Background: an optimization exercise with open tools, aiming at small area and a short achievable clock period. Do not read the settings as production practice. No functional check of the RTL was part of any run shown here. Power figures rest on the tool's default switching activity, not on a simulated workload.

`design/flow/config.mk`:
```
export PLATFORM = sky130hd
export DESIGN_NAME = cordic_top
export DESIGN_NICKNAME = cordic_top
export VERILOG_FILES = /design/flow/design.v
export SDC_FILE = /design/flow/constraint.sdc
export NUM_CORES = 4
export LEC_CHECK = 0
export ABC_AREA = 1
export CAP_MARGIN = 20
export CORE_MARGIN = 2
export CORE_UTILIZATION = 45
export SLEW_MARGIN = 20
```
`design/flow/constraint.sdc`:
```
create_clock -name core_clock -period 3.3 [get_ports {clk}]
set_input_delay 0.6600 -clock core_clock [delete_from_list [all_inputs] [get_ports {clk}]]
set_output_delay 0.6600 -clock core_clock [all_outputs]
set_load 0.01 [all_outputs]
```
`design/flow/design.v`:
```
module CORDIC_pipelined (
    input clk,
    input logic signed[15:0] angle,
    output logic signed[15:0] sin, cos
);
logic [14:0] u0_q;
logic s_q;
logic [14:0] u1_q;
logic [1:0] e1_q;    
logic [13:0] u2_q;
logic [2:0] e2_q;    
logic [12:0] u3_q;
logic [3:0] e3_q;    
logic [11:0] u4_q;
logic [4:0] e4_q;    
logic [10:0] u5_q;
logic [5:0] e5_q;    
logic [8:0] u6_q;
logic [6:0] e6_q;    
logic [7:0] e7_q;
logic [31:0] rom_d;
logic [15:0] t_in;
assign t_in = angle - 16'd1;
logic s0;
assign s0 = s_q;
logic [15:0] v0;
assign v0 = {1'b0, u0_q} - 16'd12867;
logic [14:0] f1;
assign f1 = v0[14:0] ^ {15{v0[15]}};
logic [14:0] u1;
assign u1 = f1;
logic [15:0] v1;
assign v1 = {1'b0, u1_q} - 16'd7596;
logic [13:0] f2;
assign f2 = v1[13:0] ^ {14{v1[15]}};
logic [13:0] u2;
assign u2 = f2;
logic [14:0] v2;
assign v2 = {1'b0, u2_q} - 15'd4013;
logic [13:0] f3;
assign f3 = v2[13:0] ^ {14{v2[14]}};
logic [12:0] u3;
assign u3 = {|f3[13:12], f3[11:0]};
logic [13:0] v3;
assign v3 = {1'b0, u3_q} - 14'd2037;
logic [12:0] f4;
assign f4 = v3[12:0] ^ {13{v3[13]}};
logic [11:0] u4;
assign u4 = {|f4[12:11], f4[10:0]};
logic [12:0] v4;
assign v4 = {1'b0, u4_q} - 13'd1022;
logic [11:0] f5;
assign f5 = v4[11:0] ^ {12{v4[12]}};
logic [10:0] u5;
assign u5 = {|f5[11:10], f5[9:0]};
logic [11:0] v5;
assign v5 = {1'b0, u5_q} - 12'd511;
logic [10:0] f6;
assign f6 = v5[10:0] ^ {11{v5[11]}};
logic [8:0] u6;
assign u6 = {|f6[10:8], f6[7:0]};
logic [9:0] v6;
assign v6 = {1'b0, u6_q} - 10'd255;
always_ff @(posedge clk) begin
    u0_q <= t_in[14:0] ^ {15{t_in[15]}};
    s_q <= ~t_in[15];
    u1_q <= u1;
    e1_q <= {s0, v0[15]};
    u2_q <= u2;
    e2_q <= {e1_q, v1[15]};
    u3_q <= u3;
    e3_q <= {e2_q, v2[14] ^ e2_q[0]};
    u4_q <= u4;
    e4_q <= {e3_q, v3[13] ^ e3_q[0]};
    u5_q <= u5;
    e5_q <= {e4_q, v4[12] ^ e4_q[0]};
    u6_q <= u6;
    e6_q <= {e5_q, v5[11] ^ e5_q[0]};
    e7_q <= {e6_q, v6[9] ^ e6_q[0]};
    {sin, cos} <= rom_d;
end
cordic_rom rom_i (.d(e7_q), .q(rom_d));
endmodule
module cordic_rom(d, q);
  input [7:0] d;
  wire [7:0] d;
  output [31:0] q;
  wire [31:0] q;
  wire _0_;
  wire _100_;
  wire _101_;
  wire _102_;
  wire _103_;
  wire _104_;
  wire _105_;
  wire _106_;
  wire _107_;
  wire _108_;
  wire _109_;
  wire _10_;
  wire _110_;
  wire _111_;
  wire _112_;
  wire _113_;
  wire _114_;
  wire _115_;
  wire _116_;
  wire _117_;
  wire _118_;
  wire _119_;
  wire _11_;
  wire _120_;
  wire _121_;
  wire _122_;
  wire _123_;
  wire _124_;
  wire _125_;
  wire _126_;
  wire _127_;
  wire _128_;
  wire _129_;
  wire _12_;
  wire _130_;
  wire _131_;
  wire _132_;
  wire _133_;
  wire _134_;
  wire _135_;
  wire _136_;
  wire _137_;
  wire _138_;
  wire _139_;
  wire _13_;
  wire _140_;
  wire _141_;
  wire _142_;
  wire _143_;
  wire _144_;
  wire _145_;
  wire _146_;
  wire _147_;
  wire _148_;
  wire _149_;
  wire _14_;
  wire _150_;
  wire _151_;
  wire _152_;
  wire _153_;
  wire _154_;
  wire _155_;
  wire _156_;
  wire _157_;
  wire _158_;
  wire _159_;
  wire _15_;
  wire _160_;
  wire _161_;
  wire _162_;
  wire _163_;
  wire _164_;
  wire _165_;
  wire _166_;
  wire _167_;
  wire _168_;
  wire _169_;
  wire _16_;
  wire _170_;
  wire _171_;
  wire _172_;
  wire _173_;
  wire _174_;
  wire _175_;
  wire _176_;
  wire _177_;
  wire _178_;
  wire _179_;
  wire _17_;
  wire _180_;
  wire _181_;
  wire _182_;
  wire _183_;
  wire _184_;
  wire _185_;
  wire _186_;
  wire _187_;
  wire _188_;
  wire _189_;
  wire _18_;
  wire _190_;
  wire _191_;
  wire _192_;
  wire _193_;
  wire _194_;
  wire _195_;
  wire _196_;
  wire _197_;
  wire _198_;
  wire _199_;
  wire _19_;
  wire _1_;
  wire _200_;
  wire _201_;
  wire _202_;
  wire _203_;
  wire _204_;
  wire _205_;
  wire _206_;
  wire _207_;
  wire _208_;
  wire _209_;
  wire _20_;
  wire _210_;
  wire _211_;
  wire _212_;
  wire _213_;
  wire _214_;
  wire _215_;
  wire _216_;
  wire _217_;
  wire _218_;
  wire _219_;
  wire _21_;
  wire _220_;
  wire _221_;
  wire _222_;
  wire _223_;
  wire _224_;
  wire _225_;
  wire _226_;
  wire _227_;
  wire _228_;
  wire _229_;
  wire _22_;
  wire _230_;
  wire _231_;
  wire _232_;
  wire _233_;
  wire _234_;
  wire _235_;
  wire _236_;
  wire _237_;
  wire _238_;
  wire _239_;
  wire _23_;
  wire _240_;
  wire _241_;
  wire _242_;
  wire _243_;
  wire _244_;
  wire _245_;
  wire _246_;
  wire _247_;
  wire _248_;
  wire _249_;
  wire _24_;
  wire _250_;
  wire _251_;
  wire _252_;
  wire _253_;
  wire _254_;
  wire _255_;
  wire _256_;
  wire _257_;
  wire _258_;
  wire _259_;
  wire _25_;
  wire _260_;
  wire _261_;
  wire _262_;
  wire _263_;
  wire _264_;
  wire _265_;
  wire _266_;
  wire _267_;
  wire _268_;
  wire _269_;
  wire _26_;
  wire _270_;
  wire _271_;
  wire _272_;
  wire _273_;
  wire _274_;
  wire _275_;
  wire _276_;
  wire _277_;
  wire _278_;
  wire _279_;
  wire _27_;
  wire _280_;
  wire _281_;
  wire _282_;
  wire _283_;
  wire _284_;
  wire _285_;
  wire _286_;
  wire _287_;
  wire _288_;
  wire _289_;
  wire _28_;
  wire _290_;
  wire _291_;
  wire _292_;
  wire _293_;
  wire _294_;
  wire _295_;
  wire _296_;
  wire _297_;
  wire _298_;
  wire _299_;
  wire _29_;
  wire _2_;
  wire _300_;
  wire _301_;
  wire _302_;
  wire _303_;
  wire _304_;
  wire _305_;
  wire _306_;
  wire _307_;
  wire _308_;
  wire _309_;
  wire _30_;
  wire _310_;
  wire _311_;
  wire _312_;
  wire _313_;
  wire _314_;
  wire _315_;
  wire _316_;
  wire _317_;
  wire _318_;
  wire _319_;
  wire _31_;
  wire _320_;
  wire _321_;
  wire _322_;
  wire _323_;
  wire _324_;
  wire _325_;
  wire _326_;
  wire _327_;
  wire _328_;
  wire _329_;
  wire _32_;
  wire _330_;
  wire _331_;
  wire _332_;
  wire _333_;
  wire _334_;
  wire _335_;
  wire _336_;
  wire _337_;
  wire _338_;
  wire _339_;
  wire _33_;
  wire _340_;
  wire _341_;
  wire _342_;
  wire _343_;
  wire _344_;
  wire _345_;
  wire _346_;
  wire _347_;
  wire _348_;
  wire _349_;
  wire _34_;
  wire _350_;
  wire _351_;
  wire _352_;
  wire _353_;
  wire _354_;
  wire _355_;
  wire _356_;
  wire _357_;
  wire _358_;
  wire _359_;
  wire _35_;
  wire _360_;
  wire _361_;
  wire _362_;
  wire _363_;
  wire _364_;
  wire _365_;
  wire _366_;
  wire _367_;
  wire _368_;
  wire _369_;
  wire _36_;
  wire _370_;
  wire _371_;
  wire _372_;
  wire _373_;
  wire _374_;
  wire _375_;
  wire _376_;
  wire _377_;
  wire _378_;
  wire _379_;
  wire _37_;
  wire _380_;
  wire _381_;
  wire _382_;
  wire _383_;
  wire _384_;
  wire _385_;
  wire _386_;
  wire _387_;
  wire _388_;
  wire _389_;
  wire _38_;
  wire _390_;
  wire _391_;
  wire _392_;
  wire _393_;
  wire _394_;
  wire _395_;
  wire _396_;
  wire _397_;
  wire _398_;
  wire _399_;
  wire _39_;
  wire _3_;
  wire _400_;
  wire _401_;
  wire _402_;
  wire _403_;
  wire _404_;
  wire _405_;
  wire _406_;
  wire _407_;
  wire _408_;
  wire _409_;
  wire _40_;
  wire _410_;
  wire _411_;
  wire _412_;
  wire _413_;
  wire _414_;
  wire _415_;
  wire _416_;
  wire _417_;
  wire _418_;
  wire _419_;
  wire _41_;
  wire _420_;
  wire _421_;
  wire _422_;
  wire _423_;
  wire _424_;
  wire _425_;
  wire _426_;
  wire _427_;
  wire _428_;
  wire _429_;
  wire _42_;
  wire _430_;
  wire _431_;
  wire _432_;
  wire _433_;
  wire _434_;
  wire _435_;
  wire _436_;
  wire _437_;
  wire _438_;
  wire _439_;
  wire _43_;
  wire _440_;
  wire _441_;
  wire _442_;
  wire _443_;
  wire _444_;
  wire _445_;
  wire _446_;
  wire _447_;
  wire _448_;
  wire _449_;
  wire _44_;
  wire _450_;
  wire _451_;
  wire _452_;
  wire _453_;
  wire _454_;
  wire _455_;
  wire _456_;
  wire _457_;
  wire _458_;
  wire _459_;
  wire _45_;
  wire _460_;
  wire _461_;
  wire _462_;
  wire _463_;
  wire _464_;
  wire _465_;
  wire _466_;
  wire _467_;
  wire _468_;
  wire _469_;
  wire _46_;
  wire _470_;
  wire _471_;
  wire _472_;
  wire _473_;
  wire _474_;
  wire _475_;
  wire _476_;
  wire _477_;
  wire _478_;
  wire _479_;
  wire _47_;
  wire _480_;
  wire _481_;
  wire _482_;
  wire _483_;
  wire _484_;
  wire _485_;
  wire _486_;
  wire _487_;
  wire _488_;
  wire _489_;
  wire _48_;
  wire _490_;
  wire _491_;
  wire _492_;
  wire _493_;
  wire _494_;
  wire _495_;
  wire _496_;
  wire _497_;
  wire _498_;
  wire _499_;
  wire _49_;
  wire _4_;
  wire _500_;
  wire _501_;
  wire _502_;
  wire _503_;
  wire _504_;
  wire _505_;
  wire _506_;
  wire _507_;
  wire _508_;
  wire _509_;
  wire _50_;
  wire _510_;
  wire _511_;
  wire _512_;
  wire _513_;
  wire _514_;
  wire _515_;
  wire _516_;
  wire _517_;
  wire _518_;
  wire _519_;
  wire _51_;
  wire _520_;
  wire _521_;
  wire _522_;
  wire _523_;
  wire _524_;
  wire _525_;
  wire _526_;
  wire _527_;
  wire _528_;
  wire _529_;
  wire _52_;
  wire _530_;
  wire _531_;
  wire _532_;
  wire _533_;
  wire _534_;
  wire _535_;
  wire _536_;
  wire _537_;
  wire _538_;
  wire _539_;
  wire _53_;
  wire _540_;
  wire _541_;
  wire _542_;
  wire _543_;
  wire _544_;
  wire _545_;
  wire _546_;
  wire _547_;
  wire _548_;
  wire _549_;
  wire _54_;
  wire _550_;
  wire _551_;
  wire _552_;
  wire _553_;
  wire _554_;
  wire _555_;
  wire _556_;
  wire _557_;
  wire _558_;
  wire _559_;
  wire _55_;
  wire _560_;
  wire _561_;
  wire _562_;
  wire _563_;
  wire _564_;
  wire _565_;
  wire _566_;
  wire _567_;
  wire _568_;
  wire _569_;
  wire _56_;
  wire _570_;
  wire _571_;
  wire _572_;
  wire _573_;
  wire _574_;
  wire _575_;
  wire _576_;
  wire _577_;
  wire _578_;
  wire _579_;
  wire _57_;
  wire _580_;
  wire _581_;
  wire _582_;
  wire _583_;
  wire _584_;
  wire _585_;
  wire _586_;
  wire _587_;
  wire _588_;
  wire _589_;
  wire _58_;
  wire _590_;
  wire _591_;
  wire _592_;
  wire _593_;
  wire _594_;
  wire _595_;
  wire _596_;
  wire _597_;
  wire _598_;
  wire _599_;
  wire _59_;
  wire _5_;
  wire _600_;
  wire _601_;
  wire _602_;
  wire _603_;
  wire _604_;
  wire _605_;
  wire _606_;
  wire _607_;
  wire _608_;
  wire _609_;
  wire _60_;
  wire _610_;
  wire _611_;
  wire _612_;
  wire _613_;
  wire _614_;
  wire _615_;
  wire _616_;
  wire _617_;
  wire _618_;
  wire _619_;
  wire _61_;
  wire _620_;
  wire _621_;
  wire _622_;
  wire _623_;
  wire _624_;
  wire _625_;
  wire _626_;
  wire _627_;
  wire _628_;
  wire _629_;
  wire _62_;
  wire _630_;
  wire _631_;
  wire _632_;
  wire _633_;
  wire _634_;
  wire _635_;
  wire _636_;
  wire _637_;
  wire _638_;
  wire _639_;
  wire _63_;
  wire _640_;
  wire _641_;
  wire _642_;
  wire _643_;
  wire _644_;
  wire _645_;
  wire _646_;
  wire _647_;
  wire _648_;
  wire _649_;
  wire _64_;
  wire _650_;
  wire _651_;
  wire _652_;
  wire _653_;
  wire _654_;
  wire _655_;
  wire _656_;
  wire _657_;
  wire _658_;
  wire _659_;
  wire _65_;
  wire _660_;
  wire _661_;
  wire _662_;
  wire _663_;
  wire _664_;
  wire _665_;
  wire _666_;
  wire _667_;
  wire _668_;
  wire _669_;
  wire _66_;
  wire _670_;
  wire _671_;
  wire _672_;
  wire _673_;
  wire _674_;
  wire _675_;
  wire _676_;
  wire _677_;
  wire _678_;
  wire _679_;
  wire _67_;
  wire _680_;
  wire _681_;
  wire _682_;
  wire _683_;
  wire _684_;
  wire _685_;
  wire _686_;
  wire _687_;
  wire _688_;
  wire _689_;
  wire _68_;
  wire _690_;
  wire _691_;
  wire _692_;
  wire _693_;
  wire _694_;
  wire _695_;
  wire _696_;
  wire _697_;
  wire _698_;
  wire _699_;
  wire _69_;
  wire _6_;
  wire _700_;
  wire _701_;
  wire _702_;
  wire _703_;
  wire _704_;
  wire _705_;
  wire _706_;
  wire _707_;
  wire _708_;
  wire _709_;
  wire _70_;
  wire _710_;
  wire _711_;
  wire _712_;
  wire _713_;
  wire _714_;
  wire _715_;
  wire _71_;
  wire _72_;
  wire _73_;
  wire _74_;
  wire _75_;
  wire _76_;
  wire _77_;
  wire _78_;
  wire _79_;
  wire _7_;
  wire _80_;
  wire _81_;
  wire _82_;
  wire _83_;
  wire _84_;
  wire _85_;
  wire _86_;
  wire _87_;
  wire _88_;
  wire _89_;
  wire _8_;
  wire _90_;
  wire _91_;
  wire _92_;
  wire _93_;
  wire _94_;
  wire _95_;
  wire _96_;
  wire _97_;
  wire _98_;
  wire _99_;
  wire _9_;
  assign _401_ = ~(_402_ | _640_);
  assign _400_ = _401_ | _404_;
  assign _399_ = _660_ & ~(_400_);
  assign _398_ = _399_ | _405_;
  assign _397_ = _448_ | ~(_607_);
  assign _396_ = _397_ & _524_;
  assign _395_ = d[5] & ~(_396_);
  assign _394_ = _491_ | _416_;
  assign _393_ = _533_ | _560_;
  assign _392_ = _393_ & ~(_394_);
  assign _391_ = _392_ | ~(_395_);
  assign _390_ = _391_ & ~(d[6]);
  assign _389_ = _390_ & ~(_398_);
  assign _388_ = _389_ | q[30];
  assign _387_ = _411_ & ~(_388_);
  assign _386_ = _657_ & ~(_403_);
  assign _385_ = _386_ | _415_;
  assign _384_ = d[5] ? _418_ : _385_;
  assign _383_ = _427_ | _484_;
  assign _382_ = ~(d[2] | d[0]);
  assign _381_ = _382_ | _621_;
  assign _380_ = _617_ & ~(_381_);
  assign _379_ = _383_ & ~(_380_);
  assign _378_ = d[4] & ~(_379_);
  assign _377_ = _395_ & ~(_378_);
  assign _376_ = _377_ | _398_;
  assign _375_ = d[6] ? _384_ : _376_;
  assign _374_ = q[30] & ~(_375_);
  assign q[21] = _374_ | _387_;
  assign _373_ = _550_ | d[4];
  assign _372_ = _373_ | ~(_533_);
  assign _371_ = _586_ | d[3];
  assign _370_ = _559_ & ~(_371_);
  assign _369_ = _370_ | ~(_596_);
  assign _368_ = ~(_675_ & d[4]);
  assign _367_ = _626_ & ~(_368_);
  assign _366_ = d[5] & ~(_367_);
  assign _365_ = ~(_366_ & _369_);
  assign _364_ = _372_ & ~(_365_);
  assign _363_ = d[6] & ~(_364_);
  assign _362_ = _653_ | d[5];
  assign _361_ = _362_ | _641_;
  assign _360_ = _361_ | _367_;
  assign _359_ = ~(_360_ & _363_);
  assign _358_ = _581_ | _676_;
  assign _357_ = _386_ | _526_;
  assign _356_ = _357_ | _616_;
  assign _355_ = _356_ | _358_;
  assign _354_ = _547_ & ~(d[5]);
  assign _353_ = _355_ | ~(_354_);
  assign _352_ = _403_ | _537_;
  assign _351_ = _352_ & ~(_356_);
  assign _350_ = _511_ & ~(_351_);
  assign _349_ = _350_ | d[6];
  assign _348_ = _349_ | ~(_353_);
  assign _347_ = _669_ ? d[0] : _646_;
  assign _346_ = _347_ | _621_;
  assign _345_ = _628_ & ~(_640_);
  assign _344_ = _345_ | d[4];
  assign _343_ = _346_ & ~(_344_);
  assign _342_ = ~(_532_ & _621_);
  assign _341_ = ~(_342_ & _667_);
  assign _340_ = _595_ & ~(_526_);
  assign _339_ = _340_ | _676_;
  assign _338_ = _341_ & ~(_339_);
  assign _337_ = _338_ | _660_;
  assign _336_ = _337_ | _343_;
  assign _335_ = _336_ & ~(_348_);
  assign _334_ = _359_ & ~(_335_);
  assign _333_ = q[30] & ~(_334_);
  assign _332_ = ~(_532_ | _547_);
  assign _331_ = ~(_408_ | _581_);
  assign _330_ = _331_ | _676_;
  assign _329_ = _330_ | _332_;
  assign _328_ = _621_ & ~(_584_);
  assign _327_ = _343_ & ~(_328_);
  assign _326_ = _327_ | _660_;
  assign _325_ = _329_ & ~(_326_);
  assign _324_ = _325_ | _348_;
  assign _323_ = _450_ & ~(_641_);
  assign _322_ = _611_ & ~(_323_);
  assign _321_ = ~(_322_ | _362_);
  assign _320_ = _363_ & ~(_321_);
  assign _319_ = _320_ | q[30];
  assign _318_ = _324_ & ~(_319_);
  assign q[20] = _318_ | _333_;
  assign _317_ = _526_ | _676_;
  assign _316_ = _317_ | _502_;
  assign _315_ = _316_ & _546_;
  assign _314_ = _646_ & ~(_381_);
  assign _313_ = _314_ | _315_;
  assign _312_ = _502_ | d[3];
  assign _311_ = _312_ & ~(_423_);
  assign _310_ = _313_ & ~(_311_);
  assign _309_ = _660_ & ~(_310_);
  assign _308_ = _309_ | d[6];
  assign _307_ = ~_382_;
  assign _306_ = _307_ & ~(_371_);
  assign _305_ = _306_ | _468_;
  assign _304_ = _593_ | ~(_537_);
  assign _303_ = _550_ | _676_;
  assign _302_ = _304_ & ~(_303_);
  assign _301_ = _302_ | _660_;
  assign _300_ = _305_ & ~(_301_);
  assign _299_ = _300_ | _308_;
  assign _298_ = ~(_460_ | _560_);
  assign _297_ = d[3] & ~(_298_);
  assign _296_ = _297_ | _481_;
  assign _295_ = _296_ | ~(_342_);
  assign _294_ = _471_ & ~(_362_);
  assign _293_ = ~(_294_ & _295_);
  assign _292_ = _580_ & ~(_551_);
  assign _291_ = _292_ | _421_;
  assign _290_ = _565_ | _676_;
  assign _289_ = _464_ & ~(_290_);
  assign _288_ = _289_ | _660_;
  assign _287_ = _291_ & ~(_288_);
  assign _286_ = _287_ | _661_;
  assign _285_ = _293_ & ~(_286_);
  assign _284_ = _299_ & ~(_285_);
  assign _283_ = q[30] & ~(_284_);
  assign _282_ = _450_ & ~(_551_);
  assign _281_ = ~(_282_ | _370_);
  assign _280_ = _281_ | _676_;
  assign _279_ = _551_ | _668_;
  assign _278_ = _279_ & _653_;
  assign _277_ = _278_ | _469_;
  assign _276_ = _280_ & ~(_277_);
  assign _275_ = d[5] & ~(_276_);
  assign _274_ = _275_ | _308_;
  assign _273_ = _482_ & ~(_297_);
  assign _272_ = _606_ & ~(_273_);
  assign _271_ = ~(_272_ | _287_);
  assign _270_ = _271_ & ~(_661_);
  assign _269_ = _270_ | q[30];
  assign _268_ = _274_ & ~(_269_);
  assign q[19] = _268_ | _283_;
  assign _267_ = _449_ & ~(_459_);
  assign _266_ = _628_ & ~(_593_);
  assign _265_ = ~(_266_ | _564_);
  assign _264_ = _265_ & ~(_668_);
  assign _263_ = ~(_264_ | _267_);
  assign _262_ = _263_ | _664_;
  assign _261_ = _660_ & ~(_316_);
  assign _260_ = _261_ | d[6];
  assign _259_ = _262_ & ~(_260_);
  assign _258_ = _597_ | _643_;
  assign _257_ = _410_ | _676_;
  assign _256_ = _307_ & ~(_257_);
  assign _255_ = _256_ & _527_;
  assign _254_ = _258_ & ~(_255_);
  assign _253_ = _254_ | _660_;
  assign _252_ = ~(_253_ & _259_);
  assign _251_ = _282_ | d[4];
  assign _250_ = _304_ & ~(_251_);
  assign _249_ = _250_ | _660_;
  assign _248_ = _614_ & ~(d[0]);
  assign _247_ = d[0] & ~(_576_);
  assign _246_ = _564_ | _676_;
  assign _245_ = ~(_246_ | _247_);
  assign _244_ = _245_ & ~(_248_);
  assign _243_ = ~(_244_ | _249_);
  assign _242_ = _606_ & ~(_265_);
  assign _241_ = _242_ | _243_;
  assign _240_ = _601_ & ~(_241_);
  assign _239_ = _252_ & ~(_240_);
  assign _238_ = ~(_247_ | _257_);
  assign _237_ = _238_ & ~(_409_);
  assign _236_ = _237_ | _249_;
  assign _235_ = _298_ | d[3];
  assign _234_ = _235_ & ~(_246_);
  assign _233_ = _294_ & ~(_234_);
  assign _232_ = _233_ | _661_;
  assign _231_ = _236_ & ~(_232_);
  assign _230_ = _386_ | _597_;
  assign _229_ = _508_ & ~(_297_);
  assign _228_ = _230_ & ~(_229_);
  assign _227_ = d[5] & ~(_228_);
  assign _226_ = _259_ & ~(_227_);
  assign _225_ = _226_ | _231_;
  assign q[18] = d[7] ? _239_ : _225_;
  assign _224_ = _621_ & ~(_667_);
  assign _223_ = _415_ | _224_;
  assign _222_ = _676_ & ~(_580_);
  assign _221_ = ~(_460_ | _593_);
  assign _220_ = _352_ & ~(_221_);
  assign _219_ = _220_ & _222_;
  assign _218_ = _223_ & ~(_219_);
  assign _217_ = _621_ ? _473_ : _499_;
  assign _216_ = _426_ ^ _621_;
  assign _215_ = d[4] ? _217_ : _216_;
  assign _214_ = d[5] ? _218_ : _215_;
  assign _213_ = _214_ | d[6];
  assign _212_ = d[4] & ~(_535_);
  assign _211_ = _212_ & ~(_483_);
  assign _210_ = _211_ & ~(_433_);
  assign _209_ = _483_ | _470_;
  assign _208_ = ~(_209_ & _660_);
  assign _207_ = _208_ | _210_;
  assign _206_ = _653_ & ~(_530_);
  assign _205_ = _209_ & ~(_206_);
  assign _204_ = _352_ & ~(_257_);
  assign _203_ = _204_ | _660_;
  assign _202_ = _205_ & ~(_203_);
  assign _201_ = _202_ | _661_;
  assign _200_ = _207_ & ~(_201_);
  assign _199_ = _213_ & ~(_200_);
  assign _198_ = _632_ & ~(_222_);
  assign _197_ = d[5] & ~(_198_);
  assign _196_ = ~(_197_ & _235_);
  assign _195_ = _371_ & ~(_566_);
  assign _194_ = ~(_195_ | _440_);
  assign _193_ = _196_ & ~(_194_);
  assign _192_ = _215_ | d[5];
  assign _191_ = _192_ & _509_;
  assign _190_ = ~(_191_ & _193_);
  assign _189_ = ~(_448_ & _593_);
  assign _188_ = _504_ | _676_;
  assign _187_ = _189_ & ~(_188_);
  assign _186_ = _205_ & ~(_187_);
  assign _185_ = d[5] & ~(_186_);
  assign _184_ = _535_ & ~(_595_);
  assign _183_ = _564_ | _674_;
  assign _182_ = _183_ & ~(_483_);
  assign _181_ = ~(_182_ | _184_);
  assign _180_ = _181_ & ~(_653_);
  assign _179_ = _660_ & ~(_180_);
  assign _178_ = d[6] & ~(_179_);
  assign _177_ = _178_ & ~(_185_);
  assign _176_ = _190_ & ~(_177_);
  assign q[17] = q[30] ? _199_ : _176_;
  assign _175_ = _582_ & ~(_669_);
  assign _174_ = _175_ | _660_;
  assign _173_ = _174_ | _612_;
  assign _172_ = _638_ & ~(d[5]);
  assign _171_ = ~(_576_ & _676_);
  assign _170_ = _171_ | q[30];
  assign _169_ = _172_ & ~(_170_);
  assign _168_ = _173_ & ~(_169_);
  assign _167_ = _645_ | ~(_606_);
  assign _166_ = _658_ & ~(_167_);
  assign _165_ = _650_ & ~(_166_);
  assign _164_ = ~(_165_ & d[7]);
  assign _163_ = _660_ & ~(_614_);
  assign _162_ = _171_ | _163_;
  assign _161_ = _655_ | d[7];
  assign _160_ = _162_ & ~(_161_);
  assign _159_ = _164_ & ~(_160_);
  assign q[16] = _661_ ? _168_ : _159_;
  assign _158_ = _511_ & ~(_666_);
  assign q[15] = _158_ & ~(d[6]);
  assign _157_ = _614_ & ~(_161_);
  assign _156_ = _157_ & ~(_664_);
  assign q[14] = _661_ ? _158_ : _156_;
  assign _155_ = _156_ | _661_;
  assign _154_ = _665_ ? _511_ : d[4];
  assign _153_ = _154_ | d[6];
  assign _152_ = _662_ & ~(_153_);
  assign q[13] = _152_ | ~(_155_);
  assign _151_ = ~(_155_ | _649_);
  assign _150_ = ~(_153_ | _671_);
  assign q[12] = _150_ | _151_;
  assign _149_ = _630_ & ~(_155_);
  assign _148_ = _661_ & ~(_634_);
  assign q[11] = _148_ | _149_;
  assign _147_ = ~(_155_ | _623_);
  assign _146_ = _660_ & ~(_607_);
  assign _145_ = _146_ | d[6];
  assign _144_ = _608_ & ~(_145_);
  assign q[10] = _144_ | _147_;
  assign _143_ = _587_ & ~(_155_);
  assign _142_ = _661_ & ~(_571_);
  assign q[9] = _142_ | _143_;
  assign _141_ = _520_ & ~(_518_);
  assign _140_ = _141_ | d[6];
  assign _139_ = _542_ & ~(_157_);
  assign _138_ = _139_ | _661_;
  assign _137_ = ~(_138_ | _552_);
  assign q[8] = _140_ & ~(_137_);
  assign _136_ = ~(_510_ & d[7]);
  assign _135_ = ~(_136_ & _478_);
  assign q[7] = _155_ ? _135_ : _488_;
  assign _134_ = ~(_431_ & _620_);
  assign _133_ = _456_ | _661_;
  assign _132_ = _133_ | _519_;
  assign _131_ = _134_ & ~(_132_);
  assign _130_ = _367_ & ~(_660_);
  assign _129_ = _130_ | d[6];
  assign _128_ = ~(_129_ | _437_);
  assign _127_ = _128_ | d[7];
  assign _126_ = _127_ | _131_;
  assign _125_ = _133_ | _431_;
  assign _124_ = _509_ & ~(_437_);
  assign _123_ = _124_ | q[30];
  assign _122_ = _125_ & ~(_123_);
  assign q[6] = _126_ & ~(_122_);
  assign _121_ = _676_ & ~(_644_);
  assign _120_ = _121_ | d[5];
  assign _119_ = _414_ & ~(_120_);
  assign _118_ = _119_ | d[6];
  assign _117_ = _118_ | _417_;
  assign _116_ = _405_ | ~(_601_);
  assign _115_ = _391_ & ~(_116_);
  assign _114_ = _117_ & ~(_115_);
  assign _113_ = _184_ | d[4];
  assign _112_ = ~(_394_ | _402_);
  assign _111_ = _113_ & ~(_112_);
  assign _110_ = _469_ | _660_;
  assign _109_ = _110_ | _111_;
  assign _108_ = _406_ | _676_;
  assign _107_ = _654_ & ~(_422_);
  assign _106_ = _107_ | d[5];
  assign _105_ = _108_ & ~(_106_);
  assign _104_ = _105_ | _661_;
  assign _103_ = _109_ & ~(_104_);
  assign _102_ = _419_ | _660_;
  assign _101_ = _425_ & ~(_256_);
  assign _100_ = _101_ | _102_;
  assign _99_ = _606_ & ~(_616_);
  assign _98_ = _99_ | d[6];
  assign _97_ = _100_ & ~(_98_);
  assign _96_ = _97_ | _103_;
  assign q[5] = d[7] ? _114_ : _96_;
  assign _95_ = _654_ & ~(_371_);
  assign _94_ = _330_ | _95_;
  assign _93_ = _640_ | _675_;
  assign _92_ = _248_ | _404_;
  assign _91_ = _93_ & ~(_92_);
  assign _90_ = _91_ | _660_;
  assign _89_ = _94_ & ~(_90_);
  assign _88_ = ~(_536_ | _470_);
  assign _87_ = _355_ & ~(_88_);
  assign _86_ = _163_ & ~(_87_);
  assign _85_ = _86_ | _661_;
  assign _84_ = _85_ | _89_;
  assign _83_ = _393_ & ~(_373_);
  assign _82_ = _369_ & ~(_83_);
  assign _81_ = _82_ | _660_;
  assign _80_ = _360_ & ~(_167_);
  assign _79_ = _81_ & ~(_80_);
  assign _78_ = _661_ & ~(_79_);
  assign _77_ = _78_ | d[7];
  assign _76_ = _84_ & ~(_77_);
  assign _75_ = _354_ & ~(_87_);
  assign _74_ = _75_ | _661_;
  assign _73_ = _74_ | _325_;
  assign _72_ = _120_ | _322_;
  assign _71_ = _364_ | d[6];
  assign _70_ = _72_ & ~(_71_);
  assign _69_ = _70_ | q[30];
  assign _68_ = _73_ & ~(_69_);
  assign q[4] = _68_ | _76_;
  assign _67_ = ~(_310_ | _362_);
  assign _66_ = _275_ | _661_;
  assign _65_ = _66_ | _67_;
  assign _64_ = _448_ & ~(_471_);
  assign _63_ = _64_ & ~(_120_);
  assign _62_ = _63_ | d[6];
  assign _61_ = _271_ & ~(_62_);
  assign _60_ = _65_ & ~(_61_);
  assign _59_ = _296_ | _503_;
  assign _58_ = ~(_251_ | _536_);
  assign _57_ = _58_ | _660_;
  assign _56_ = _59_ & ~(_57_);
  assign _55_ = _465_ & ~(_297_);
  assign _54_ = _172_ & ~(_55_);
  assign _53_ = _54_ | d[6];
  assign _52_ = _53_ | _56_;
  assign _51_ = _282_ | _676_;
  assign _50_ = ~(_51_ | _221_);
  assign _49_ = _266_ | d[4];
  assign _48_ = _397_ & ~(_49_);
  assign _47_ = _48_ | _660_;
  assign _46_ = _47_ | _50_;
  assign _45_ = _511_ & ~(_463_);
  assign _44_ = ~(_617_ & _621_);
  assign _43_ = _566_ & ~(_621_);
  assign _42_ = _43_ | _605_;
  assign _41_ = _44_ & ~(_42_);
  assign _40_ = _41_ | _661_;
  assign _39_ = _40_ | _45_;
  assign _38_ = _46_ & ~(_39_);
  assign _37_ = _52_ & ~(_38_);
  assign q[3] = d[7] ? _60_ : _37_;
  assign _36_ = _49_ & ~(_582_);
  assign _35_ = _403_ & ~(_279_);
  assign _34_ = _35_ | _36_;
  assign _33_ = _613_ & ~(_556_);
  assign _32_ = _33_ | _660_;
  assign _31_ = _34_ & ~(_32_);
  assign _30_ = ~(_626_ | _664_);
  assign _29_ = _30_ | d[6];
  assign _28_ = _172_ & _558_;
  assign _27_ = _28_ | _29_;
  assign _26_ = _27_ | _31_;
  assign _25_ = _410_ | _632_;
  assign _24_ = _220_ & ~(_25_);
  assign _23_ = _628_ & ~(_535_);
  assign _22_ = _494_ & ~(_23_);
  assign _21_ = _464_ & ~(_22_);
  assign _20_ = d[4] & ~(_21_);
  assign _19_ = _20_ | _660_;
  assign _18_ = _19_ | _24_;
  assign _17_ = _303_ | _659_;
  assign _16_ = _676_ & ~(_564_);
  assign _15_ = _16_ | d[5];
  assign _14_ = _17_ & ~(_15_);
  assign _13_ = _14_ | _661_;
  assign _12_ = _18_ & ~(_13_);
  assign _11_ = _26_ & ~(_12_);
  assign _10_ = _594_ & ~(_217_);
  assign _9_ = _408_ & ~(_10_);
  assign _8_ = _511_ & ~(_9_);
  assign _7_ = _8_ | d[6];
  assign _6_ = _7_ | _241_;
  assign _5_ = ~(_558_ | _603_);
  assign _4_ = _5_ | _661_;
  assign _3_ = _4_ | _261_;
  assign _2_ = _253_ & ~(_3_);
  assign _1_ = _6_ & ~(_2_);
  assign q[2] = q[30] ? _11_ : _1_;
  assign _0_ = ~(_408_ & _640_);
  assign _715_ = _402_ | _676_;
  assign _714_ = _715_ | _22_;
  assign _713_ = _0_ & ~(_714_);
  assign _712_ = _267_ & ~(_49_);
  assign _711_ = _712_ | _660_;
  assign _710_ = _711_ | _713_;
  assign _709_ = _381_ & ~(_605_);
  assign _708_ = _709_ & ~(_565_);
  assign _677_ = _511_ & ~(_342_);
  assign _678_ = _677_ | _708_;
  assign _679_ = _710_ & ~(_678_);
  assign _680_ = _679_ | d[7];
  assign _681_ = _660_ & ~(_420_);
  assign _682_ = _606_ & ~(_181_);
  assign _683_ = _682_ | q[30];
  assign _684_ = _683_ | _185_;
  assign _685_ = _684_ | _681_;
  assign _686_ = ~(_685_ & _661_);
  assign _687_ = _680_ & ~(_686_);
  assign _688_ = ~(_0_ & _676_);
  assign _689_ = _556_ | ~(_493_);
  assign _690_ = _93_ & ~(_689_);
  assign _691_ = _688_ & ~(_690_);
  assign _692_ = d[5] & ~(_691_);
  assign _693_ = _563_ & ~(_167_);
  assign _694_ = _693_ | d[7];
  assign _695_ = _694_ | _692_;
  assign _696_ = d[4] ? _217_ : _182_;
  assign _697_ = _660_ & ~(_696_);
  assign _698_ = _697_ | q[30];
  assign _699_ = _193_ & ~(_698_);
  assign _700_ = _699_ | _661_;
  assign _701_ = _695_ & ~(_700_);
  assign q[1] = _701_ | _687_;
  assign _702_ = _173_ | _661_;
  assign _703_ = _165_ & ~(_29_);
  assign _704_ = _702_ & ~(_703_);
  assign _705_ = _175_ | _661_;
  assign _706_ = _624_ & ~(_705_);
  assign _707_ = _706_ | _703_;
  assign q[0] = d[7] ? _704_ : _707_;
  assign _676_ = ~d[4];
  assign _675_ = ~(d[1] | d[0]);
  assign _674_ = d[2] & d[3];
  assign _673_ = _674_ & ~(_675_);
  assign _672_ = _676_ & ~(_673_);
  assign _671_ = d[5] & ~(_672_);
  assign _670_ = d[6] & ~(_671_);
  assign q[29] = _670_ ^ d[7];
  assign q[30] = ~d[7];
  assign _669_ = ~d[2];
  assign _668_ = d[1] & d[0];
  assign _667_ = _669_ & ~(_668_);
  assign _666_ = d[3] & ~(_667_);
  assign _665_ = _666_ | d[5];
  assign _664_ = d[4] | d[5];
  assign _663_ = ~(_664_ & _665_);
  assign _662_ = _663_ | _671_;
  assign _661_ = ~d[6];
  assign _660_ = ~d[5];
  assign _659_ = d[1] & ~(d[3]);
  assign _658_ = ~_659_;
  assign _657_ = ~(d[2] | d[1]);
  assign _656_ = _657_ | _676_;
  assign _655_ = _658_ & ~(_656_);
  assign _654_ = d[2] | ~(d[1]);
  assign _653_ = ~(d[4] | d[3]);
  assign _652_ = ~(_653_ & _654_);
  assign _651_ = _652_ & ~(_655_);
  assign _650_ = _651_ | _660_;
  assign _649_ = d[3] & ~(_650_);
  assign _648_ = _661_ & ~(_649_);
  assign _647_ = _662_ & ~(_648_);
  assign q[28] = _647_ ^ d[7];
  assign _646_ = ~(d[1] & d[0]);
  assign _645_ = ~(d[2] | d[3]);
  assign _644_ = ~(_645_ & _646_);
  assign _643_ = ~_644_;
  assign _642_ = _643_ | _665_;
  assign _641_ = d[2] & ~(_646_);
  assign _640_ = _641_ | d[3];
  assign _639_ = ~(_640_ & d[4]);
  assign _638_ = _645_ | d[4];
  assign _637_ = ~(_638_ | _673_);
  assign _636_ = _639_ & ~(_637_);
  assign _635_ = d[5] & ~(_636_);
  assign _634_ = _642_ & ~(_635_);
  assign _633_ = _664_ & ~(_634_);
  assign _632_ = _674_ | d[4];
  assign _631_ = ~(_632_ & d[5]);
  assign _630_ = _631_ | _649_;
  assign _629_ = d[6] ? _633_ : _630_;
  assign q[27] = _629_ ^ q[30];
  assign _628_ = d[2] | d[1];
  assign _627_ = d[3] ? _669_ : _628_;
  assign _626_ = d[3] | ~(d[2]);
  assign _625_ = _626_ & ~(_656_);
  assign _624_ = d[5] & ~(_625_);
  assign _623_ = _624_ & _627_;
  assign _622_ = _623_ | d[6];
  assign _621_ = ~d[3];
  assign _620_ = d[0] | ~(d[2]);
  assign _619_ = _620_ | d[1];
  assign _618_ = _669_ & ~(_675_);
  assign _617_ = _618_ | ~(_619_);
  assign _616_ = _617_ & ~(_621_);
  assign _615_ = _616_ | _638_;
  assign _614_ = d[3] & ~(_654_);
  assign _613_ = _627_ & ~(_614_);
  assign _612_ = d[4] & ~(_613_);
  assign _611_ = _612_ | ~(_639_);
  assign _610_ = _611_ & ~(_674_);
  assign _609_ = _615_ & ~(_610_);
  assign _608_ = _609_ | _660_;
  assign _607_ = _641_ | _667_;
  assign _606_ = d[4] & ~(d[5]);
  assign _605_ = ~_606_;
  assign _604_ = _605_ | _607_;
  assign _603_ = _664_ | _621_;
  assign _602_ = ~(_603_ | _641_);
  assign _601_ = d[6] & ~(_602_);
  assign _600_ = ~(_601_ & _604_);
  assign _599_ = _608_ & ~(_600_);
  assign _598_ = _622_ & ~(_599_);
  assign q[26] = _598_ ^ d[7];
  assign _597_ = _614_ | d[4];
  assign _596_ = d[4] & ~(_673_);
  assign _595_ = d[2] & ~(d[1]);
  assign _594_ = ~_595_;
  assign _593_ = ~(_620_ & _621_);
  assign _592_ = _594_ & ~(_593_);
  assign _591_ = _592_ | ~(_596_);
  assign _590_ = ~(_591_ & _597_);
  assign _589_ = _657_ | _660_;
  assign _588_ = _590_ & ~(_589_);
  assign _587_ = _588_ | _663_;
  assign _586_ = d[1] & ~(d[0]);
  assign _585_ = d[1] | ~(d[0]);
  assign _584_ = _585_ & ~(_586_);
  assign _583_ = _660_ & ~(_584_);
  assign _582_ = _676_ & ~(_659_);
  assign _581_ = d[2] & d[0];
  assign _580_ = d[3] & ~(_581_);
  assign _579_ = ~(_584_ & _580_);
  assign _578_ = _579_ & _582_;
  assign _577_ = d[5] & ~(_578_);
  assign _576_ = ~(_654_ & _621_);
  assign _575_ = _576_ | _668_;
  assign _574_ = _614_ | _676_;
  assign _573_ = _575_ & ~(_574_);
  assign _572_ = _577_ & ~(_573_);
  assign _571_ = ~(_572_ | _583_);
  assign _570_ = _577_ | _632_;
  assign _569_ = _570_ & ~(_571_);
  assign _568_ = _661_ ? _587_ : _569_;
  assign q[25] = _568_ ^ q[30];
  assign _567_ = _621_ & ~(_657_);
  assign _566_ = d[1] ? d[2] : d[0];
  assign _565_ = _567_ & ~(_566_);
  assign _564_ = d[3] & ~(d[1]);
  assign _563_ = ~_564_;
  assign _562_ = _563_ & ~(_565_);
  assign _561_ = _562_ | d[4];
  assign _560_ = d[0] & ~(d[1]);
  assign _559_ = _560_ | _669_;
  assign _558_ = _581_ | ~(d[1]);
  assign _557_ = d[3] ? _559_ : _558_;
  assign _556_ = _560_ | _676_;
  assign _555_ = _556_ & ~(_612_);
  assign _554_ = _557_ & ~(_555_);
  assign _553_ = _561_ & ~(_554_);
  assign _552_ = d[5] & ~(_553_);
  assign _551_ = _595_ | ~(_654_);
  assign _550_ = d[3] & ~(_551_);
  assign _549_ = _550_ & _561_;
  assign _548_ = _552_ & ~(_549_);
  assign _547_ = d[1] | d[3];
  assign _546_ = _645_ | _676_;
  assign _545_ = _547_ & ~(_546_);
  assign _544_ = d[3] & ~(_607_);
  assign _543_ = _545_ & ~(_544_);
  assign _542_ = _660_ & ~(_543_);
  assign _541_ = _542_ | d[6];
  assign _540_ = _541_ | _548_;
  assign _539_ = _552_ & ~(_540_);
  assign _538_ = ~d[0];
  assign _537_ = ~(d[2] & d[1]);
  assign _536_ = _538_ & ~(_537_);
  assign _535_ = ~(d[0] | d[3]);
  assign _534_ = _626_ & ~(_535_);
  assign _533_ = _534_ | _536_;
  assign _532_ = d[0] & ~(d[2]);
  assign _531_ = ~_532_;
  assign _530_ = ~(_551_ & _531_);
  assign _529_ = ~(_530_ & d[4]);
  assign _528_ = _533_ & ~(_529_);
  assign _527_ = _534_ | _551_;
  assign _526_ = d[0] & d[3];
  assign _525_ = _526_ & _537_;
  assign _524_ = _676_ & ~(_535_);
  assign _523_ = _525_ | ~(_524_);
  assign _522_ = _527_ & ~(_523_);
  assign _521_ = _522_ | _660_;
  assign _520_ = _521_ | _528_;
  assign _519_ = ~(_603_ | _654_);
  assign _518_ = d[0] & ~(d[5]);
  assign _517_ = _518_ & _632_;
  assign _516_ = _517_ | _519_;
  assign _515_ = _520_ & ~(_516_);
  assign _514_ = d[6] & ~(_515_);
  assign _513_ = _540_ & ~(_514_);
  assign _512_ = _513_ ^ q[30];
  assign q[24] = _512_ | _539_;
  assign _511_ = ~_664_;
  assign _510_ = _511_ & ~(_644_);
  assign _509_ = _661_ & ~(_510_);
  assign _508_ = _527_ & ~(_676_);
  assign _507_ = _621_ ? _667_ : _584_;
  assign _506_ = _508_ & ~(_507_);
  assign _505_ = _506_ | d[5];
  assign _504_ = d[2] & ~(_585_);
  assign _503_ = _669_ & ~(_560_);
  assign _502_ = _503_ | _504_;
  assign _501_ = d[3] ? _538_ : _502_;
  assign _500_ = _501_ | d[4];
  assign _499_ = _620_ & ~(_532_);
  assign _498_ = _596_ & ~(_499_);
  assign _497_ = _498_ | _660_;
  assign _496_ = _500_ & ~(_497_);
  assign _495_ = _505_ & ~(_496_);
  assign _494_ = ~_675_;
  assign _493_ = _532_ | _621_;
  assign _492_ = _494_ & ~(_493_);
  assign _491_ = _492_ | _676_;
  assign _490_ = _491_ | _621_;
  assign _489_ = _505_ & ~(_490_);
  assign _488_ = ~(_489_ | _495_);
  assign _487_ = ~(_488_ & _509_);
  assign _486_ = d[2] & ~(_668_);
  assign _485_ = _486_ | _638_;
  assign _484_ = ~_567_;
  assign _483_ = _504_ | _536_;
  assign _482_ = _483_ | _484_;
  assign _481_ = ~(_482_ & d[4]);
  assign _480_ = _579_ & ~(_481_);
  assign _479_ = _485_ & ~(_480_);
  assign _478_ = _479_ | _660_;
  assign _477_ = _478_ | _661_;
  assign _476_ = ~(_477_ & _487_);
  assign _475_ = _509_ & ~(_495_);
  assign _474_ = _477_ & ~(_475_);
  assign q[23] = d[7] ? _476_ : _474_;
  assign _473_ = _560_ | _586_;
  assign _472_ = _473_ | d[3];
  assign _471_ = _641_ | d[4];
  assign _470_ = d[4] | ~(d[3]);
  assign _469_ = _607_ & ~(_470_);
  assign _468_ = _469_ | _471_;
  assign _467_ = _472_ & ~(_468_);
  assign _466_ = _467_ | _660_;
  assign _465_ = d[4] & ~(_592_);
  assign _464_ = ~(_559_ & d[3]);
  assign _463_ = _628_ & ~(_464_);
  assign _462_ = _465_ & ~(_463_);
  assign _461_ = _462_ | _466_;
  assign _460_ = _669_ & ~(_584_);
  assign _459_ = _460_ | _560_;
  assign _458_ = _459_ | d[3];
  assign _457_ = _526_ | ~(_606_);
  assign _456_ = _458_ & ~(_457_);
  assign _455_ = _511_ & ~(_641_);
  assign _454_ = _455_ & ~(_472_);
  assign _453_ = _454_ | d[6];
  assign _452_ = _453_ | _456_;
  assign _451_ = _461_ & ~(_452_);
  assign _450_ = d[3] & ~(_675_);
  assign _449_ = ~_674_;
  assign _448_ = _449_ & ~(_450_);
  assign _447_ = d[4] & ~(_448_);
  assign _446_ = _447_ | d[5];
  assign _445_ = _493_ | _586_;
  assign _444_ = _445_ & ~(_592_);
  assign _443_ = _676_ & ~(_444_);
  assign _442_ = _499_ & ~(d[3]);
  assign _441_ = _442_ | _525_;
  assign _440_ = ~(d[4] & d[5]);
  assign _439_ = _441_ & ~(_440_);
  assign _438_ = _439_ | _443_;
  assign _437_ = _446_ & ~(_438_);
  assign _436_ = _437_ | _661_;
  assign _435_ = _436_ & ~(d[7]);
  assign _434_ = _435_ & ~(_451_);
  assign _433_ = _502_ & ~(_621_);
  assign _432_ = _465_ & ~(_433_);
  assign _431_ = ~(_432_ | _466_);
  assign _430_ = _451_ & ~(_431_);
  assign _429_ = _436_ & ~(_430_);
  assign _428_ = d[7] & ~(_429_);
  assign q[22] = _428_ | _434_;
  assign _427_ = d[2] & ~(_473_);
  assign _426_ = _427_ | _460_;
  assign _425_ = _621_ ? _558_ : _426_;
  assign _424_ = _676_ & ~(_425_);
  assign _423_ = _483_ | d[4];
  assign _422_ = _470_ | _668_;
  assign _421_ = _422_ & _423_;
  assign _420_ = _421_ | _424_;
  assign _419_ = _596_ & _547_;
  assign _418_ = _419_ | ~(_420_);
  assign _417_ = _418_ & ~(_660_);
  assign _416_ = _621_ & ~(_628_);
  assign _415_ = _616_ | _676_;
  assign _414_ = _415_ | _416_;
  assign _413_ = _414_ & ~(d[5]);
  assign _412_ = _413_ | _661_;
  assign _411_ = _412_ | _417_;
  assign _410_ = d[3] & ~(_585_);
  assign _409_ = d[3] & ~(_530_);
  assign _408_ = ~(_409_ | _410_);
  assign _407_ = _537_ ? d[0] : _535_;
  assign _406_ = _408_ & ~(_407_);
  assign _405_ = _606_ & ~(_406_);
  assign _404_ = _471_ & ~(_653_);
  assign _403_ = d[0] | d[3];
  assign _402_ = _551_ & ~(_403_);
  assign q[31] = q[30];
endmodule
module cordic_top (
    input  logic clk,
    input  logic signed[15:0] angle,
    output logic signed[15:0] sin, cos
);
    CORDIC_pipelined dut_basic(
        .clk(clk),
        .angle(angle),
        .sin(sin),
        .cos(cos)
    );
endmodule
```
`design/flow/run.sh`:
```
#!/bin/bash
# synth_recipe.tcl (not shown) runs the flow's synth.tcl, then flattens the netlist and writes it again
# the make line also repeats each setting of config.mk as NAME=value (left out here)
make -C /OpenROAD-flow-scripts/flow DESIGN_CONFIG=/design/flow/config.mk WORK_HOME=/design/flow/orfs CLKGATE_MAP_FILE= SYNTH_SCRIPT=/design/flow/synth_recipe.tcl finish
```
==> results of run 1 <==
-- worst reg2reg max path, stage by stage (launching register included) --
cell     delay (ps)
dfxtp_1         330
inv_2           260
ha_1            260
nand2_1         320
nand3_1         250
nand2_1         120
nand2_1         170
nand2_1          90
nand2_1          60
nand3_1          80
nand2_1         100
nand2_1          50
nand2_1          50
nand3_1          60
-- sequential cells by signal, indices dropped and copies added, names as in the netlist --
register and count:
dut_basic.cos 16, dut_basic.sin 15, dut_basic.u6_q 9, dut_basic.e1_q 2, dut_basic.u1_q 15, dut_basic.e2_q 3, dut_basic.e4_q 5, dut_basic.u0_q 15
dut_basic.u5_q 11, dut_basic.e6_q 7, dut_basic.u3_q 13, dut_basic.s_q 1, dut_basic.e7_q 8, dut_basic.e5_q 6, dut_basic.u4_q 12, dut_basic.e3_q 4
dut_basic.u2_q 14
-- logic make-up after synthesis --
family	after synthesis	synth area share, %
AO/OA/AOI/OAI	138	8.62
XOR/XNOR	149	15.3
adder cells (fa/ha/maj)	25	3.45
buffers and inverters	154	7.64
flip-flops	156	34.4
AND/OR/NAND/NOR	639	30.5
-- where the power goes --
part | switching [W] | total [W] | internal [W]
clock network | 0.000925 | 0.00193 | 0.00101
logic | 0.00511 | 0.00783 | 0.00271
registers | 0.000492 | 0.00326 | 0.00277
-- placed cells by master, fill, tap and decap left out, types with 3 or more instances in the layout --
cell / instances
nand2_1: 347
dfxtp_1: 156
nand3_1: 133
inv_1: 103
xor2_1: 93
nor2_1: 92
o21ai_0: 52
clkdlybuf4s50_1: 48
xnor2_1: 46
a21oi_1: 37
buf_4: 26
ha_1: 25
nor3_1: 22
o21ai_1: 18
clkbuf_16: 17
nand4_1: 15
inv_2: 8
nand2_2: 7
xor2_2: 7
o211ai_1: 7
o21a_1: 6
a31oi_1: 6
inv_8: 5
nor2_2: 4
inv_6: 4
nand3_2: 3
a31o_2: 3
nor2_4: 3
-- final cells by class --
| class | count | area [um^2] |
|---|---|---|
| Tap cell | 265 | 332 |
| Timing Repair Buffer | 74 | 676 |
| Multi-Input combinational cell | 951 | 5260 |
| Clock buffer | 17 | 425 |
| Inverter | 112 | 423 |
| Clock inverter | 15 | 149 |
| Fill cell | 2025 | 9270 |
| Sequential cell | 156 | 3120 |
-- worst max-delay path by stage --
stage,start,end,depth (start not counted),slack [ps]
floorplan,dut_basic.e7_q[2],dut_basic.sin[5],12,1340
global placement,angle[8],dut_basic.u0_q[2],8,870
CTS,dut_basic.e7_q[2],dut_basic.sin[8],13,1090
detailed placement,angle[7],dut_basic.u0_q[5],8,810
global route,dut_basic.e7_q[2],dut_basic.sin[8],13,850
finish,dut_basic.e7_q[2],dut_basic.sin[8],13,980
-- per-stage QoR --
step | utilization [%] | hold slack, ps
CTS | 52.8 | 318
floorplan | - | 310
finish | 52.8 | 315
global placement | 49.9 | 310
detailed placement | 49.9 | 312
global route | 52.8 | 327
-- metal layers --
metal | global-route usage [%] | vias to the layer above | wire, um
li1 | - | 4145 | -
met1 | 33.7 | 3719 | 11800
met2 | 39.2 | 436 | 11800
met3 | 8.06 | 99 | 2740
met4 | 12.2 | 0 | 1310
met5 | 0 | - | 0
==> summary.md, run 1 <==
| Metric | Value |
|---|---|
| Worst-skew pair later-pin latency | 440 ps |
| Htree depth | 4 |
| Synth-to-Final Area Change | 14.5% |
| Final instance area | 0.0104 mm^2 |
| CP Class | reg -> reg |
| Via count | 8399 |
| Hold_sp | dut_basic.e6_q[5] |
| PD cells | 1250 mW/mm^2 |
| DR DRC count | 0 |
| Chip Width | 146 um |
| Crit-path cells | inv_2 > ha_1 > nand2_1 > nand3_1 > nand2_1 > nand2_1 > nand2_1 > nand2_1 > nand3_1 > nand2_1 > nand2_1 > nand2_1 > nand3_1 |
| Port Buffers | 48 |
| Place WS | 815 ps |
| CTS Sinks | 156 |
| First-pass GRT wire length | 43100 um |
| Post-CTS sizing | 0 |
| Overflow after GRT | 0 |
| Clock tree buffer depth | 2 |
| Root buffer cell | clkbuf_16 |
| Cts hold-fix bufs | 0 |
| Worst hold path cell count | 0 |
| Max IR drop VDD | 0.547 mV |
| Max cap viols | 0 |
| Global-route usage over all layers | 25.9% |
| Cell with the most instances on the worst path | nand2_1 |
| Vias in the first global route | 7865 |
| Worst R2R Start | dut_basic.e7_q[2] |
| Io pins | 49 |
| Syn avg cell area | 7.19 um^2 |
| Row count | 51 |
| FF-to-FF path depth | 13 |
| Final #Nets | 1354 |
| RSZ-0062 raised after global routing | no |
| Synth area leaders | dfxtp_1, nand2_1, xor2_1 |
| Final Slew Violations | 0 |
| Syn Inst Count | 1261 |
| Initial antenna violation count | 0 |
| CP arrival | 2650 ps |
| DRT antenna net count | 0 |
| Yosys Warn Count | 1 |
| Worst rel slew slack | 47.8% |
| Post-synth top flop | dfxtp_1 |
| Synth Register Bits | 156 |
| TritonRoute pass-1 iters | 6 |
| Worst-Margin Slew | 782 ps |
| Placed Cells | 1558 |
| Antenna cells | 0 |
| Dpl hpwl | 20900 um |
| FF-to-FF setup slack | 980 ps |
| Share of flip-flops with an asynchronous set or reset | 0% |
| Register area share after synthesis | 34.4% |
| Worst hold path class | reg -> reg |
| Post-synth EDFFs | 0 |
| Non-Filler Instances | 1590 |
| Die Y-Extent | 146 um |
| Setup ws final | 976 ps |
| Number of DRC markers in iteration 0 | 797 |
| Synth top area share | 34.4% |
| Crit path max-delay cell type | dfxtp_1 |
| Wire per inst | 17.4 um |
| Detailed-route vias per instance | 5.28 |
| Area leader, netlist | dfxtp_1 |
| CP delay by family, top | simple AND/OR/NAND/NOR gates |
| Fin crit share | 70.4% |
| WP buf/inv | 1 |
| GPL Wtd Cong | 1.12 |
| Core ar. | 0.0197 mm^2 |
| Crit-path max cell delay | 330 ps |
| Final setup violation count | 0 |
| Synthesized Nets | 1303 |
| Critical path launch point type | flop |
| Most common library cells after synthesis | nand2_1, dfxtp_1, nand3_1, inv_1, xor2_1 |
| Required time of the worst setup path | 3620 ps |
| Final TNS setup | 0 ps |
| CTS tree | built |
| Share of layout cells above drive strength 1 | 7.92% |
| WHS Endpoint | dut_basic.e7_q[6] |
| Count leader, synth | nand2_1 |
| WL final | 27600 um |
| Starting Density | 46.2% |
| Reg2reg end | dut_basic.sin[8] |
| Netlist cell types | 50 |
| Fmax | 430 MHz |
| Clock skew | 12.4 ps |
| Largest net degree at the start of global routing | 39 |
| Pwr Total | 0.0130 W |
| CP max FO | 12 |
| Final Hold Vio Count | 0 |
| Status | finished clean |
| Final min period | 2320 ps |
| Leakage power | 4.89 nW |
| CTS clock-pin slew for the worst setup and hold paths | 80 ps |
| Die area | 0.0213 mm^2 |
| Crit path capture type | flop |
| CTS Buf Count | 17 |
| Post-CTS setup buffers | 0 |
| Area post-placement | 0.00981 mm^2 |
| Mapped cell area | 0.00907 mm^2 |
==> inputs of run 2 (changes only) <==
--- a/design/flow/config.mk
+++ b/design/flow/config.mk
@@ -7,3 +7,2 @@
 export LEC_CHECK = 0
-export ABC_AREA = 1
 export CAP_MARGIN = 20
@@ -11,2 +10,3 @@
 export CORE_UTILIZATION = 45
+export SETUP_SLACK_MARGIN = 0.6
 export SLEW_MARGIN = 20
==> summary.md, run 2 <==
| Metric | Value |
|---|---|
| Clock tree buffer depth | 2 |
| Final Slew Violations | 0 |
| CTS Buf Count | 17 |
| Number of DRC markers in iteration 0 | 1164 |
| Antenna cells | 0 |
| Count leader, synth | dfxtp_1 |
| Synth area leaders | dfxtp_1, xnor2_1, o21ai_0 |
| Final instance area | 0.0106 mm^2 |
| Max IR drop VDD | 0.525 mV |
| CTS Sinks | 156 |
| Synthesized Nets | 1110 |
| Die area | 0.0211 mm^2 |
| Row count | 51 |
| Final #Nets | 1148 |
| Post-synth top flop | dfxtp_1 |
| Most common library cells after synthesis | dfxtp_1, xnor2_1, nor2_1, nand2_1, o21ai_0 |
| Gate power share | 60.9% |
| Share of layout cells above drive strength 1 | 11.3% |
| Most frequent cells in the layout | dfxtp_1, xnor2_1, nor2_1 |
| PD cells | 1280 mW/mm^2 |
| Worst rel slew slack | 39.2% |
| Commonest non-fill, non-tap cell in the layout | dfxtp_1 |
| WL final | 27500 um |
| Max cap viols | 0 |
| Initial antenna violation count | 0 |
| GPL Wtd Cong | 1.08 |
| Clk pwr share | 14.5% |
| Required time of the worst setup path | 3510 ps |
| Reg2reg end | dut_basic.sin[5] |
| Starting Density | 46.0% |
| Port Buffers | 48 |
| Post-synth EDFFs | 0 |
| Overflow after GRT | 0 |
| Fin crit share | 83.7% |
| Vias in the first global route | 7813 |
| CP max FO | 20 |
| Netlist cell types | 75 |
| Crit path to | dut_basic.sin[5] |
| Net Sw Frac | 46.0% |
| Final min period | 2760 ps |
| Wire per inst | 19.8 um |
| Pwr Total | 0.0136 W |
| Via count | 8306 |
| Htree depth | 4 |
| Largest net degree at the start of global routing | 100 |
| Core ar. | 0.0195 mm^2 |
| Clock skew | 22.4 ps |
| Crit path capture type | flop |
| CP Class | reg -> reg |
| Worst-Margin Slew | 910 ps |
| Root buffer cell | clkbuf_16 |
| Critical path launch point type | flop |
| Register area share after synthesis | 34.8% |
| Status | finished clean |
| Io pins | 49 |
| Net Switching | 0.00627 W |
| RSZ-0062 raised after global routing | yes |
| Final TNS setup | 0 ps |
| Final Hold Vio Count | 0 |
| Setup ws final | 539 ps |
| Detailed-route vias per instance | 6.00 |
| CTS tree | built |
| Syn Inst Count | 1068 |
| CP startpoint | dut_basic.e7_q[0] |
| Layout Utilization | 54.3% |
| Worst hold path class | reg -> reg |
| DR DRC count | 0 |
| Area post-placement | 0.00989 mm^2 |
| Chip Width | 145 um |
| CP arrival | 2970 ps |
| Synth top area share | 34.8% |
| Leakage power | 4.00 nW |
| Number of flip-flops in the largest register | 16 |
| Place WS | 187 ps |
| Synth Register Bits | 156 |
| CTS clock-pin slew for the worst setup and hold paths | 70 ps |
| Area leader, netlist | dfxtp_1 |
| Synth-to-Final Area Change | 18.1% |
| Mapped cell area | 0.00898 mm^2 |
| Worst R2R Start | dut_basic.e7_q[0] |
| FF-to-FF setup slack | 540 ps |
| Dpl hpwl | 19400 um |
| Die Y-Extent | 145 um |
| Global-route usage over all layers | 25.8% |
| Fmax | 362 MHz |
| Share of flip-flops with an asynchronous set or reset | 0% |
| FF-to-FF path depth | 8 |
| First-pass GRT wire length | 43300 um |
| Worst-skew pair later-pin latency | 420 ps |
| DRT antenna net count | 0 |
| Final setup violation count | 0 |
| Internal | 0.00736 W |
| Yosys Warn Count | 1 |
| Syn avg cell area | 8.41 um^2 |
| Power share of the sequential group | 24.6% |
| TritonRoute pass-1 iters | 6 |
==> run 2: cell count changes in the layout (fill, tap and decap cells not counted), moves of 14 or more <==
cell / before / now
a21oi_1: 37 / 62
a31oi_1: 6 / 24
buf_4: 26 / 43
inv_1: 103 / 22
nand2_1: 347 / 72
nand2b_1: 0 / 27
nand3_1: 133 / 36
nor2_1: 92 / 76
nor2b_1: 0 / 15
o21ai_1: 18 / 3
o311ai_0: 0 / 14
xnor2_1: 46 / 123
xor2_1: 93 / 30
==> run 2: what timing repair did <==
| item | 4_1_cts | 5_1_grt |
|---|---|---|
| endpoints found under the setup margin | 1 | 30 |
| setup buffers | 0 | 1 |
| gates resized for setup | 1 | 19 |
| hold buffers | 0 | 0 |
| pin swaps | 0 | 5 |
| gates cloned | 0 | 1 |
==> run 2: metrics by stage <==
stage | hold WS [ps] | std cells
final | 321 | 1384
after global placement | 310 | 1350
after floorplan | 310 | 1068
after CTS | 324 | 1382
after detailed placement | 312 | 1350
after global routing | 326 | 1384
==> run 2: layout make-up <==
cell class / count / area, um^2
Inverter: 24 / 91.3
Clock inverter: 14 / 174
Multi-Input combinational cell: 812 / 5560
Fill cell: 1891 / 8920
Sequential cell: 156 / 3130
Tap cell: 265 / 332
Timing Repair Buffer: 95 / 888
Clock buffer: 18 / 429
==> run 2: kinds of logic after synthesis <==
kind of cell	Yosys count	share of synthesized area (%)
AO/OA/AOI/OAI	309	23.5
XOR/XNOR	155	15.4
adder cells (fa/ha/maj)	25	3.48
buffers and inverters	101	4.50
flip-flops	156	34.8
multiplexers	8	0.975
AND/OR/NAND/NOR	314	17.4
==> run 2: power groups by stage <==
stage	combinational [W]	clock, W	sequential (W)
after floorplan	0.00540	0	0.00329
after global placement	0.00799	0	0.00338
after detailed placement	0.00792	0	0.00339
after CTS	0.00796	0.00202	0.00335
after global routing	0.00890	0.00212	0.00346
final	0.00830	0.00197	0.00335
==> run 2: worst min path at each step <==
stage                           start           endpoint  slack (ps)  cells after the start
floorplan               dut_basic.s_q  dut_basic.e1_q[1]         310                      0
finish              dut_basic.e6_q[6]  dut_basic.e7_q[7]         320                      0
CTS                 dut_basic.e6_q[6]  dut_basic.e7_q[7]         320                      0
global route        dut_basic.e6_q[6]  dut_basic.e7_q[7]         330                      0
detailed placement  dut_basic.e4_q[1]  dut_basic.e5_q[2]         310                      0
global placement    dut_basic.e6_q[5]  dut_basic.e7_q[6]         310                      0
==> run 2: worst max-delay path, stage by stage (launching register included) <==
cell and delay (ps):
dfxtp_2 430, buf_4 310, ha_1 340, nor2_1 110, a22oi_2 260, nor2_1 60, a2bb2o_1 360, o311ai_0 360
o311ai_0 320
==> run 2: routing by layer <==
| metal | up-vias | share of wire (%) | GRT usage [%] |
|---|---|---|---|
| li1 | 3925 | - | - |
| met1 | 3767 | 43 | 35.6 |
| met2 | 524 | 42 | 36.9 |
| met3 | 90 | 12 | 8.58 |
| met4 | 0 | 3.7 | 10.7 |
| met5 | - | 0 | 0 |

[static timing again, ports no longer ideal]
In the flow no input, the clock included, has a driving cell. The finished layouts below were timed again as built, in two steps. Step 1, drivers: a clkbuf_16 drives clk and a buf_2 each remaining input, both assumed. Step 2 times the ports against the registers' clock, not the clock port: input delays grow and output delays shrink by t, the midpoint of the rising clock arrivals with the driver on. Three values: ideal ports, drivers, drivers and shift; two values: the first two.
| run | shift t [ns] | slack for setup (ns) | hold slack, ns |
|---|---|---|---|
| run 1 | 0.477 | 0.976 / 0.976 / 0.823 | 0.315 / 0.315 / 0.315 |
| run 2 | 0.452 | 0.539 / 0.539 / 0.270 | 0.321 / 0.321 / 0.321 |
After both steps every run listed still meets setup and hold. The setup slack of run 2, which loses most, moves by 0.000 ns with the drivers and by -0.269 ns with both steps.
